This is an optimization exercise on Yosys and OpenROAD, whose aim is small area, not a production implementation.
In this exercise RTL edits were held to simulation tests only and were not proved equivalent to the original.
Power is estimated from default activity; no workload was simulated.

==> flow/design.v (excerpt) <==
module top (
    input  logic              		clk,
    input  logic              		rst_n,
    input  logic              		valid_in_dac,    
    input  logic signed [15 : 0]    audio_in,        
    input  logic              		valid_in_adc,    
    input  logic              		sdm_in,          
    output logic              		valid_out_dac,
    output logic              		sdm_out,
    output logic              		valid_out_adc,
    output logic signed [15 : 0]    audio_out
);
  logic valid_out_dac_int;
  logic sdm_out_int;
  logic valid_out_adc_int;
  logic signed [15 : 0] audio_out_int;
  sdm_dac_1st dac_1st_order (
      .clk       (clk),
      .rst_n     (rst_n),
      .valid_in  (valid_in_dac),
      .din       (audio_in),
      .valid_out (valid_out_dac_int),
      .dout      (sdm_out_int)
  );
  assign valid_out_dac = valid_out_dac_int;
  assign sdm_out       = sdm_out_int;
  assign valid_out_adc = valid_out_adc_int;
  assign audio_out     = audio_out_int;
  sdm_adc_art adc_art (
      .clk       (clk),
      .rst_n     (rst_n),
      .valid_in  (valid_in_adc),
      .din       (sdm_in),
      .valid_out (valid_out_adc_int),
      .dout      (audio_out_int)
  );
endmodule
==> flow/config.mk <==
export PLATFORM = sky130hd
export DESIGN_NAME = top
export DESIGN_NICKNAME = top
export VERILOG_FILES = /design/flow/design.v
export SDC_FILE = /design/flow/constraint.sdc
export NUM_CORES = 4
export LEC_CHECK = 0
export CAP_MARGIN = 20
export CORE_MARGIN = 2
export CORE_UTILIZATION = 40
export CTS_BUF_LIST = sky130_fd_sc_hd__clkbuf_8
export SLEW_MARGIN = 20
==> flow/constraint.sdc <==
create_clock -name core_clock -period 20.0 [get_ports {clk}]
set_input_delay 4.0000 -clock core_clock [delete_from_list [all_inputs] [get_ports {clk}]]
set_output_delay 4.0000 -clock core_clock [all_outputs]
set_load 0.01 [all_outputs]
standard.sh (not shown) runs the stock make flow with config.mk's settings and CLKGATE_MAP_FILE= SYNTH_SCRIPT=/design/flow/synth_recipe.tcl, a recipe that flattens the netlist after the stock synthesis.
==> flow/flow/run.sh <==
#!/bin/bash
# The standard layout with two changes: the port buffers are the smallest
# buffer cell, and clock tree synthesis adds no dummy loads. Each tool's full
# output stays in ORFS's own logs; make's output goes to standard.log here.
set -euo pipefail
export BUFFER_PORTS_ARGS="-buffer_cell sky130_fd_sc_hd__buf_1"
export CTS_ARGS="-sink_clustering_enable -repair_clock_nets -buf_list \"sky130_fd_sc_hd__clkbuf_4 sky130_fd_sc_hd__clkbuf_8\" -dont_use_dummy_load"
bash standard.sh > standard.log 2>&1
Rerun with:
==> flow/flow/run.sh (replaced) <==
#!/bin/bash
# The standard layout with these changes: the port buffers are the
# smallest buffer cell, clock tree synthesis adds no dummy loads, and after
# floorplanning OpenROAD's restructure re-maps the combinational logic for
# area (flow/restructure.tcl). Logs here: standard.log (make), filter_lib.log,
# restructure_abc.log; ORFS's own logs are under orfs/logs.
set -euo pipefail
export RUN_DIR="$PWD"
export BUFFER_PORTS_ARGS="-buffer_cell sky130_fd_sc_hd__buf_1"
export POST_FLOORPLAN_TCL="$PWD/flow/restructure.tcl"
export CTS_ARGS="-sink_clustering_enable -repair_clock_nets -buf_list sky130_fd_sc_hd__clkbuf_8 -dont_use_dummy_load"
bash standard.sh > standard.log 2>&1
==> flow/flow/filter_lib.py (new file) <==
"""Write a copy of the platform's liberty without the cells the platform marks
don't-use, for the logic restructuring step (which reads a liberty file itself)."""
import sys, re
src, dst = sys.argv[1], sys.argv[2]
dont = set(sys.argv[3].split())
text = open(src).read()
out, i, dropped = [], 0, 0


pos = 0
pat = re.compile(r'\n(\s*)cell\s*\(\s*"?(\w+)"?\s*\)\s*\{')
while True:
    m = pat.search(text, pos)
    if not m:
        out.append(text[pos:])
        break
    # find the end of this cell group by brace counting
    depth, j = 1, m.end()
    while depth:
        c = text[j]
        if c == '{':
            depth += 1
        elif c == '}':
            depth -= 1
        j += 1
    if m.group(2) in dont:
        out.append(text[pos:m.start()])
        dropped += 1
    else:
        out.append(text[pos:j])
    pos = j
open(dst, 'w').write(''.join(out))
print(f"dropped {dropped} cells")
==> flow/flow/restructure.tcl (new file) <==
# Area recovery on the combinational logic between registers (registers and
# ports untouched), mapped onto the platform's cells minus its don't-use list.
set rmp_dir $::env(RESULTS_DIR)/rmp
file mkdir $rmp_dir
set rmp_lib $rmp_dir/rmp.lib
exec python3 [file join [file dirname [info script]] filter_lib.py] \
  [lindex $::env(LIB_FILES) 0] $rmp_lib $::env(DONT_USE_CELLS) \
  > $::env(RUN_DIR)/filter_lib.log 2>@1
restructure -target area -liberty_file $rmp_lib \
  -tielo_port sky130_fd_sc_hd__conb_1/LO -tiehi_port sky130_fd_sc_hd__conb_1/HI \
  -work_dir $rmp_dir -abc_logfile $::env(RUN_DIR)/restructure_abc.log
--- a/flow/config.mk
+++ b/flow/config.mk
@@ -7,0 +8 @@
+export ABC_AREA = 1
Result: The new run completed with no timing, DRC or antenna violations. Sequential share of layout area came out higher by 2.5 points. Design area came out lower by 5.6%. Die area came out higher by 2.5%.

---

## wip/garnet
top, a different RTL version from the one above (not shown whole).
Size in the first run: ~930 cells after synthesis, about 40 I/O pins, ~8200 um2 of cells after synthesis.
Settings: LEC_CHECK=0, ABC_AREA=1, CAP_MARGIN=20, CORE_MARGIN=2, CORE_UTILIZATION=60, CTS_BUF_LIST=sky130_fd_sc_hd__clkbuf_8, SLEW_MARGIN=20; clock period 20.0 ns.
==> flow/flow/run.sh <==
#!/bin/bash
# The standard layout with these changes: the port buffers are the
# smallest buffer cell, clock tree synthesis adds no dummy loads, and after
# floorplanning OpenROAD's restructure re-maps the combinational logic for
# area (flow/restructure.tcl). Logs here: standard.log (make's output) and
# filter_lib.log; OpenROAD's output, restructure's included, is in ORFS's own
# logs under orfs/logs.
set -euo pipefail
export RUN_DIR="$PWD"
export BUFFER_PORTS_ARGS="-buffer_cell sky130_fd_sc_hd__buf_1"
export POST_FLOORPLAN_TCL="$PWD/flow/restructure.tcl"
export CTS_ARGS="-sink_clustering_enable -repair_clock_nets -buf_list sky130_fd_sc_hd__clkbuf_8 -dont_use_dummy_load"
bash standard.sh > standard.log 2>&1
==> flow/flow/filter_lib.py <==
"""Write a copy of the platform's liberty without the cells the platform marks
don't-use, for the logic restructuring step (which reads a liberty file itself)."""
import sys, re
src, dst = sys.argv[1], sys.argv[2]
dont = set(sys.argv[3].split())
text = open(src).read()
out, dropped = [], 0
pos = 0
pat = re.compile(r'\n(\s*)cell\s*\(\s*"?(\w+)"?\s*\)\s*\{')
while True:
    m = pat.search(text, pos)
    if not m:
        out.append(text[pos:])
        break
    # find the end of this cell group by brace counting
    depth, j = 1, m.end()
    while depth:
        c = text[j]
        if c == '{':
            depth += 1
        elif c == '}':
            depth -= 1
        j += 1
    if m.group(2) in dont:
        out.append(text[pos:m.start()])
        dropped += 1
    else:
        out.append(text[pos:j])
    pos = j
open(dst, 'w').write(''.join(out))
print(f"dropped {dropped} cells")
==> flow/flow/restructure.tcl <==
# Area recovery on the combinational logic between registers (registers and
# ports untouched), mapped onto the platform's cells minus its don't-use list.
set rmp_dir $::env(RESULTS_DIR)/rmp
file mkdir $rmp_dir
set rmp_lib $rmp_dir/rmp.lib
exec python3 [file join [file dirname [info script]] filter_lib.py] \
  [lindex $::env(LIB_FILES) 0] $rmp_lib $::env(DONT_USE_CELLS) \
  > $::env(RUN_DIR)/filter_lib.log 2>@1
restructure -target area -liberty_file $rmp_lib \
  -tielo_port sky130_fd_sc_hd__conb_1/LO -tiehi_port sky130_fd_sc_hd__conb_1/HI \
  -work_dir $rmp_dir -abc_logfile $::env(RUN_DIR)/restructure_abc.log
--- input diff wip/garnet..wip/onyx ---
- CORE_UTILIZATION changed from 60 to 40
==> run summary <==
Compared with wip/garnet, in wip/onyx aggregate global-route resource usage has decreased, share of the final layout cell area in sequential cells has decreased, power of the clock network has remained practically unchanged, highest ir drop seen on vdd has decreased, multi-input logic portion of the cell area has decreased.
Met1 capacity usage during global routing (wip/onyx over wip/garnet): decrease, 8.9 points
Compared with wip/garnet, number of DRC markers in iteration 0 in wip/onyx increased by a little under 10%.
## Diff of input files: wip/yarrow against wip/onyx
diff --git a/flow/flow/filter_lib.py b/flow/flow/filter_lib.py
--- a/flow/flow/filter_lib.py
+++ b/flow/flow/filter_lib.py
@@ -22,5 +22,5 @@
             depth -= 1
         j += 1
-    if m.group(2) in dont:
+    if m.group(2) in dont or re.search(r'_(2|3|4|6|8|12|16)$', m.group(2)):
         out.append(text[pos:m.start()])
         dropped += 1
Findings:
- wip/yarrow is listed as incomplete: the tool reported an error in 2_1_floorplan and the run ended there.
- Comparing wip/yarrow against wip/onyx, there is no change at all in portion of the post-synthesis area used by sequential elements.
- Comparing wip/yarrow against wip/onyx, there is no change at all in synthesized area divided by synthesized cell count.
- wip/yarrow vs. wip/onyx: number of synthesized flops with an enable pin flat, share of flip-flops with an asynchronous set or reset after synthesis flat, area of the mapped netlist flat.
- The effective utilization at floorplan on wip/yarrow is in line with that on wip/onyx.
Here is what was changed in the inputs of wip/umber compared with wip/yarrow.
diff --git a/flow/flow/run.sh b/flow/flow/run.sh
--- a/flow/flow/run.sh
+++ b/flow/flow/run.sh
@@ -3,7 +3,6 @@
 # smallest buffer cell, clock tree synthesis adds no dummy loads, and after
 # floorplanning OpenROAD's restructure re-maps the combinational logic for
-# area (flow/restructure.tcl). Logs here: standard.log (make's output) and
-# filter_lib.log; OpenROAD's output, restructure's included, is in ORFS's own
-# logs under orfs/logs.
+# area (flow/restructure.tcl). Logs here: standard.log (make), filter_lib.log,
+# restructure_abc.log; ORFS's own logs are under orfs/logs.
 set -euo pipefail
 export RUN_DIR="$PWD"
diff --git a/flow/flow/filter_lib.py b/flow/flow/filter_lib.py
--- a/flow/flow/filter_lib.py
+++ b/flow/flow/filter_lib.py
@@ -5,5 +5,7 @@
 dont = set(sys.argv[3].split())
 text = open(src).read()
-out, dropped = [], 0
+out, i, dropped = [], 0, 0
+
+
 pos = 0
 pat = re.compile(r'\n(\s*)cell\s*\(\s*"?(\w+)"?\s*\)\s*\{')
@@ -22,5 +24,5 @@
             depth -= 1
         j += 1
-    if m.group(2) in dont or re.search(r'_(2|3|4|6|8|12|16)$', m.group(2)):
+    if m.group(2) in dont:
         out.append(text[pos:m.start()])
         dropped += 1
## What came out
- Comparing wip/yarrow against wip/umber, there is no change at all in number of synthesized register bits.
- Height of the die across wip/umber and wip/yarrow: no real change.
- Reported for wip/umber and wip/yarrow, number of distinct library cells after synthesis turned out identical to the last digit.
- As far as post-synthesis sequential area ratio goes, wip/umber and wip/yarrow are indistinguishable; the numbers are identical.
- Effective utilization at floorplan came out exactly the same in wip/umber and wip/yarrow.
- wip/umber finished end to end and its layout was clean on timing, DRC and antenna.
For wip/zinc, these inputs were changed with respect to wip/umber:
- an added PLACE_DENSITY of 0.75
diff --git a/flow/flow/run.sh b/flow/flow/run.sh
--- a/flow/flow/run.sh
+++ b/flow/flow/run.sh
@@ -3,6 +3,7 @@
 # smallest buffer cell, clock tree synthesis adds no dummy loads, and after
 # floorplanning OpenROAD's restructure re-maps the combinational logic for
-# area (flow/restructure.tcl). Logs here: standard.log (make), filter_lib.log,
-# restructure_abc.log; ORFS's own logs are under orfs/logs.
+# area (flow/restructure.tcl). Logs here: standard.log (make's output) and
+# filter_lib.log; OpenROAD's output, restructure's included, is in ORFS's own
+# logs under orfs/logs.
 set -euo pipefail
 export RUN_DIR="$PWD"
diff --git a/flow/flow/filter_lib.py b/flow/flow/filter_lib.py
--- a/flow/flow/filter_lib.py
+++ b/flow/flow/filter_lib.py
@@ -5,7 +5,5 @@
 dont = set(sys.argv[3].split())
 text = open(src).read()
-out, i, dropped = [], 0, 0
-
-
+out, dropped = [], 0
 pos = 0
 pat = re.compile(r'\n(\s*)cell\s*\(\s*"?(\w+)"?\s*\)\s*\{')
==> comparison <==
wip/zinc finished all stages; the layout is clean. wip/umber → wip/zinc: cell count shows no meaningful change, switching power comparable, area of the core region flat, routing usage on met2 up 2.1 points, routability congestion estimate from global placement +17%. Diff wip/umber..wip/zinc | tap cell count | unchanged. Measured against each other, wip/umber and wip/zinc differ in met2 routed wirelength, the lower figure coming from wip/umber. wip/umber -> wip/zinc: count of input and output buffers delta 0, exact match.

-- afterwards: timing with drivers on the ports --
The flow's constraints put no driver on any port. The routed layouts listed below were extracted and timed again, unchanged, in two steps.
Step 1: set_driving_cell puts a clkbuf_16 on clk and a buf_2 on each other input, an assumption about the parent block.
Step 2, shift: input delay + t, output delay - t, t = (earliest + latest rising clock arrival at the registers) / 2. This alone moves slack from input paths to output paths.
Three values: ideal ports, drivers, drivers and shift; two values: the first two.
run	t, ns	slack for setup (ns)	hold slack, ns	slew at the worst register clock pin (ns)	worst data-port slew with drivers (ns)
the first run of note 1	0.463	7.065 / 7.065 / 7.065	0.309 / 0.309 / 0.309	0.10 / 0.10	0.03
the second run of note 1	0.476	6.914 / 6.914 / 6.914	0.309 / 0.309 / 0.309	0.10 / 0.10	0.03
wip/garnet	0.463	6.160 / 6.160 / 6.160	0.309 / 0.309 / 0.309	0.10 / 0.10	0.04
wip/onyx	0.467	6.277 / 6.277 / 6.277	0.307 / 0.307 / 0.307	0.09 / 0.09	0.04
wip/umber	0.467	6.277 / 6.277 / 6.277	0.307 / 0.307 / 0.307	0.09 / 0.09	0.04
wip/zinc	0.473	6.319 / 6.319 / 6.319	0.319 / 0.319 / 0.319	0.09 / 0.09	0.04
After both steps setup and hold are still met in every run listed.
